Context: an optimization exercise on an open-source flow, tuned for small area, a short achievable clock period and few clock cycles per item. The choices shown serve that exercise and are no tape-out recipe.
At most, simulation tests tie the RTL to the original design; equivalence was not proved.
Power and IR drop assume default switching activity.

// norm5_unit
module norm5_unit #(
    parameter DIMENSIONS    = 5,
    parameter DATA_WIDTH    = 32,
    parameter CORDIC_WIDTH  = 38,
    parameter CORDIC_STAGES = 16,
    parameter ANGLE_WIDTH   = 16
)(
    input                              clk,
    input                              nreset,
    input                              start,
    input  [DIMENSIONS*DATA_WIDTH-1:0] w_in,
    output [DIMENSIONS*DATA_WIDTH-1:0] w_out,
    output                             done
);
Settings: LEC_CHECK=0, CAP_MARGIN=20, CORE_MARGIN=2, CORE_UTILIZATION=40, SETUP_SLACK_MARGIN=5, SLEW_MARGIN=20; clock period 10.0 ns.
standard.sh (not shown) runs the stock make flow with config.mk's settings and CLKGATE_MAP_FILE= SYNTH_SCRIPT=/design/flow/synth_recipe.tcl, a recipe that flattens the netlist after the stock synthesis.
==> flow/flow/run.sh <==
#!/bin/bash
# The standard layout (standard.sh), with the port buffers made of the smallest
# buffer cell (sky130_fd_sc_hd__buf_1) and the timing repair aimed 5.75 ns below the period.
set -euo pipefail
sed -e 's|"\${@:-finish}"|BUFFER_PORTS_ARGS="-buffer_cell sky130_fd_sc_hd__buf_1" "${@:-finish}"|' \
    -e 's|SETUP_SLACK_MARGIN=[0-9.]*|SETUP_SLACK_MARGIN=5.75|' standard.sh > standard_mod.sh
grep -q BUFFER_PORTS_ARGS standard_mod.sh
bash standard_mod.sh > standard.log 2>&1
Change:
--- a/flow/design.v
+++ b/flow/design.v
@@ -396,19 +396,22 @@
             end
         end
     end
     wire xstep = st_v | st_r;
     wire nx_step = st_a1 | st_vb | (st_v & ~(i == 4'd15) & ~v4e) |
                    st_r1m | (st_rb & (p != 2'd3)) | (st_r & (i != 4'd15));
     wire [W-1:0] xA = xstep ? X :
+                      (st_idle | st_a1 | st_va | st_vb) ? ld :
                       st_r1m ? X2 :
                       st_ra ? Y :                    
                       {W{1'b0}};                     
     wire [W-1:0] yA = xstep ? Y :
                       st_r1m ? Y2 :
+                      (st_vb | st_rb | st_rc) ?
+                          {cpa ^ {CW{st_rb & nn & (p != 2'd3)}}, {6{st_rb & nn & (p != 2'd3)}}} :
                       {W{1'b0}};                     
     wire [W:0] xs = {xA, 1'b1} + {ysh ^ {W{inx}}, cnx};
     wire [W:0] ys = {yA, 1'b1} + {xsh ^ {W{iny}}, cny};
     wire [W-1:0] xa = xs[W:1];
     wire [W-1:0] ya = ys[W:1];
     wire [W-1:0] tin = X;
     wire [W-1:0] ra, rb;
@@ -417,17 +420,16 @@
         RA <= ra;
         RB <= rb;
     end
     wire [W-1:0]  cs  = RA + RB;
     wire [CW-1:0] cpa = cs[W-1:6];                 
     wire nn = (p == 2'd0) ? T3[0] : (p == 2'd1) ? T2[0] : n1;
     always @(posedge clk) begin
-        X <= (st_idle | st_a1 | st_va | st_vb) ? ld : xa;      
-        Y <= (st_vb | st_rb | st_rc) ?       
-             {cpa ^ {CW{st_rb & nn & (p != 2'd3)}}, {6{st_rb & nn & (p != 2'd3)}}} : ya;
+        X <= xa;
+        Y <= ya;
         if (st_idle | st_a1 | st_va) f <= wsel[31];
         else if (st_rb) f <= nn;
         if (st_a1) begin qf <= w1[31] ^ w2[31]; n1 <= w1[31]; end
         else if (st_va) qf <= wsel[31];
         if (st_idle) zf <= ~|w_in;
     end
     always @(posedge clk) ysg <= ya[W-1];
After rerunning:
- cell count goes up by 0.91%
- sequential share of layout area falls by 1.8 points
- wire length goes up by about 9%
- combinational power goes up by 16%
- global-route usage is higher by 2.8 points
- fmax falls by 25%
- worst hold slack is worse by 25 ps
- critical path depth goes up by 5
- total power came out higher by 4.9%
- setup slack gets worse by 1400 ps
- design area rises by 7.4%
- sequential power is about the same
- area after synthesis is lower by 0.97%
- via count goes up by about 2.5%
No run of this note included a check of the RTL's function; only the layout flow was run.

== v34 ==
norm5_unit, a different RTL version from the one above (not shown whole).
For scale: roughly 270 flip-flops.
==> flow/config.mk <==
export PLATFORM = sky130hd
export DESIGN_NAME = norm5_unit
export DESIGN_NICKNAME = norm5_unit
export VERILOG_FILES = /design/flow/design.v
export SDC_FILE = /design/flow/constraint.sdc
export NUM_CORES = 8
export LEC_CHECK = 0
export CAP_MARGIN = 20
export CORE_MARGIN = 2
export CORE_UTILIZATION = 40
export SETUP_SLACK_MARGIN = 5
export SLEW_MARGIN = 20
==> flow/constraint.sdc <==
create_clock -name core_clock -period 10.0 [get_ports {clk}]
set_input_delay 2.0000 -clock core_clock [delete_from_list [all_inputs] [get_ports {clk}]]
set_output_delay 2.0000 -clock core_clock [all_outputs]
set_load 0.01 [all_outputs]
Scripts as last shown in full above: flow/flow/run.sh
Testbench counts of v34, summed over its fixed seeds: cycles 27,648, items 192.
> inputs changed (v34 -> v8)
--- a/flow/design.v
+++ b/flow/design.v
@@ -317,12 +317,13 @@
     localparam CW = W - 6;   
     reg st_idle;    
     reg st_a1;      
     reg st_v;       
     reg st_va;      
     reg st_vb;      
+    reg st_r1l;     
     reg st_r;       
     reg st_ra;      
     reg st_rb;      
     reg st_rc;      
     reg [1:0] p;
     reg [3:0] i;     
@@ -358,13 +359,12 @@
             2'd0:    Tcur = T4;
             2'd1:    Tcur = T3;
             2'd2:    Tcur = T2;
             default: Tcur = T1[15:0];
         endcase
     end
-    wire v4e = st_v & (p == 2'd3) & (i == 4'd14);
     wire vd  = ~s0 & ysg;
     wire inx = st_v ? vd : rinx;
     wire cnx = st_v ? (s0 ? f : ysg) : rcnx;
     wire iny = st_v ? ~vd : riny;
     wire cny = st_v ? (s0 ? ~f : ~ysg) : rcny;
     reg [W-1:0] yt, xt, ysh, xsh;
@@ -401,26 +401,26 @@
     wire nn = (p == 2'd0) ? T3[0] : (p == 2'd1) ? T2[0] : n1;
     localparam [W-1:0] ONE = 36'h004000000;    
     localparam [W-1:0] MONE = -ONE;
     always @(posedge clk) begin
         if (st_idle | st_a1 | st_va | st_vb)
             X <= ld;
-        else if (v4e)
-            X <= zf ? {W{1'b0}} : ONE;
         else if (st_v | st_r)
             X <= xa;
         else if (st_ra)
             X <= Y;                          
+        else if (st_r1l)
+            X <= zf ? {W{1'b0}} : ONE;
         else     
             X <= {W{1'b0}};
         if (st_idle)
             Y <= {W{1'b0}};
-        else if (v4e)
-            Y <= zf ? {W{1'b0}} : (f ? MONE : ONE);
         else if (st_a1 | st_v | st_r | st_va | st_ra)
             Y <= ya;
+        else if (st_r1l)
+            Y <= zf ? {W{1'b0}} : (f ? MONE : ONE);
         else     
             Y <= {cpa ^ {CW{st_rb & nn & (p != 2'd3)}}, {6{st_rb & nn & (p != 2'd3)}}};
         if (st_idle | st_a1 | st_va) f <= wsel[31];
         else if (st_rb) f <= nn;
         if (st_a1) begin qf <= w1[31] ^ w2[31]; n1 <= w1[31]; end
         else if (st_va) qf <= wsel[31];
@@ -428,14 +428,13 @@
     end
     always @(posedge clk) ysg <= ya[W-1];
     wire [15:0] Tnext = (p == 2'd0) ? T3 : (p == 2'd1) ? T2 : T1[15:0];    
     reg  nd;
     always @(*) begin
         if (st_rb)        nd = Tnext[0];           
-        else if (v4e | (st_r & (p == 2'd0)))
-                          nd = T4[3];              
+        else if (st_r1l)  nd = T4[2];              
         else if (s0)      nd = Tcur[1];            
         else              nd = Tcur[2];            
     end
     wire n0 = st_rb;                               
     wire nf = st_rb ? nn : f;
     always @(posedge clk) begin
@@ -455,44 +454,45 @@
         else if ((st_v && p == 2'd0) || (rsh && p == 2'd3)) T1[15:0] <= {r, T1[15:1]};
         if (wo3) O3 <= cpa[OW-1:0];
         else if ((st_v && p == 2'd1) || (rsh && p == 2'd2)) O3[15:0] <= {r, O3[15:1]};
         if (wo4) O4 <= cpa[OW-1:0];
         else if ((st_v && p == 2'd2) || (rsh && p == 2'd1)) O4[15:0] <= {r, O4[15:1]};
         if (wo5) O5 <= cpa[OW-1:0];
-        else if ((st_v && p == 2'd3) || (rsh && p == 2'd0)) O5[15:0] <= {r, O5[15:1]};
+        else if ((st_v && p == 2'd3) || st_r1l || (rsh && p == 2'd0)) O5[15:0] <= {r, O5[15:1]};
     end
     always @(posedge clk or negedge nreset) begin
         if (~nreset) begin
             st_idle <= 1'b1;
-            st_a1 <= 1'b0; st_v <= 1'b0; st_va <= 1'b0; st_vb <= 1'b0;
+            st_a1 <= 1'b0; st_v <= 1'b0; st_va <= 1'b0; st_vb <= 1'b0; st_r1l <= 1'b0;
             st_r <= 1'b0; st_ra <= 1'b0; st_rb <= 1'b0; st_rc <= 1'b0;
             done_r <= 1'b0;
         end else begin
             st_idle <= (st_idle & ~start) | st_rc;
             st_a1   <= st_idle & start;
             st_v    <= st_a1 | st_vb | (st_v & ~(i == 4'd15) & ~(p == 2'd3 && i == 4'd14));
             st_va   <= st_v & (i == 4'd15) & (p != 2'd3);
             st_vb   <= st_va;
-            st_r    <= v4e | (st_rb & (p != 2'd3)) | (st_r & (i != 4'd15));
+            st_r1l  <= st_v & (p == 2'd3) & (i == 4'd14);
+            st_r    <= st_r1l | (st_rb & (p != 2'd3)) | (st_r & (i != 4'd15));
             st_ra   <= st_r & (i == 4'd15);
             st_rb   <= st_ra;
             st_rc   <= st_rb & (p == 2'd3);
             done_r  <= st_rc;
         end
     end
     always @(posedge clk) begin
         wo5 <= st_rb & (p == 2'd0);
         wo4 <= st_rb & (p == 2'd1);
         wo3 <= st_rb & (p == 2'd2);
-        s0 <= st_a1 | st_vb | st_rb | (s0 & ~(st_v | st_r));
-        if (st_a1 | v4e) p <= 2'd0;
+        s0 <= st_a1 | st_vb | st_rb | (s0 & ~(st_v | st_r | st_r1l));
+        if (st_a1 | st_r1l) p <= 2'd0;
         else if (st_vb | st_rb) p <= p + 2'd1;
         if (st_idle | st_a1 | st_vb | st_rb) begin      
             i <= 4'd0;
             yl <= 4'd1; yh <= 4'd1; xl <= 4'd1; xh <= 4'd1;
-        end else if (v4e) begin
+        end else if (st_r1l) begin
             i <= 4'd1;
             yl <= 4'd2; yh <= 4'd1; xl <= 4'd2; xh <= 4'd1;
         end else if (st_v | st_r) begin
             i <= i + 4'd1;
             yl <= {yl[2:0], yl[3]};
             xl <= {xl[2:0], xl[3]};
==> comparison <==
Cmp v8 vs v34: flip-flop and latch share of the layout cell area lower in v8
Wire length on met2 (higher): v8
In the metrics for v34 and v8, the one carrying the higher shortest clock period the worst path allows after layout is v34.
Global-route wire length before repair: v8 > v34
Against v34, v8 comes in 2 higher on number of detailed-route iterations in the first pass.
Per the comparison of v8 with v34, portion of total power attributed to the clock network now larger, number of logic stages on the critical path including buffering went up by 1, standard cell core area increased 0.57%, count of different cell masters after synthesis up 3.6%, layout overhead on the synthesized area picked up an extra 1.7 points.
Comparing met2 routing resource usage after global routing for v34 and v8, the bigger number came from v34.
Relative to v34, the average routed wire per standard cell of v8 is higher by 1.4%.
Testbench counts of v8, summed over its fixed seeds: cycles 27,840, items 192.

## port drivers added, routing unchanged
Ports are ideal in the flow. The routed layouts listed here were re-timed in OpenROAD.
Step 1: set_driving_cell puts a clkbuf_16 on clk and a buf_2 on each other input, an assumption about the parent block.
Step 2, shift: input delay + t, output delay - t, t = (earliest + latest rising clock arrival at the registers) / 2. This alone moves slack from input paths to output paths.
a / b / c = ideal ports / drivers / drivers and shift; a / b = the first two.
run | shift t [ns] | setup WS [ns] | hold slack, ns | cell pins on the clock port's net
the first run of note 1 | 0.611 | 5.848 / 5.848 / 5.848 | 0.392 / 0.392 / 0.392 | 1
the second run of note 1 | 0.610 | 4.468 / 4.505 / 3.895 | 0.367 / 0.367 / 0.367 | 1
v34 | 0.621 | 5.797 / 5.797 / 5.797 | 0.389 / 0.389 / 0.389 | 1
v8 | 0.663 | 5.807 / 5.807 / 5.807 | 0.370 / 0.370 / 0.370 | 1
After both steps setup and hold are still met in every run listed. For the second run of note 1, which loses most, drivers alone change the setup slack by +0.037 ns; drivers and shift together by -0.573 ns.
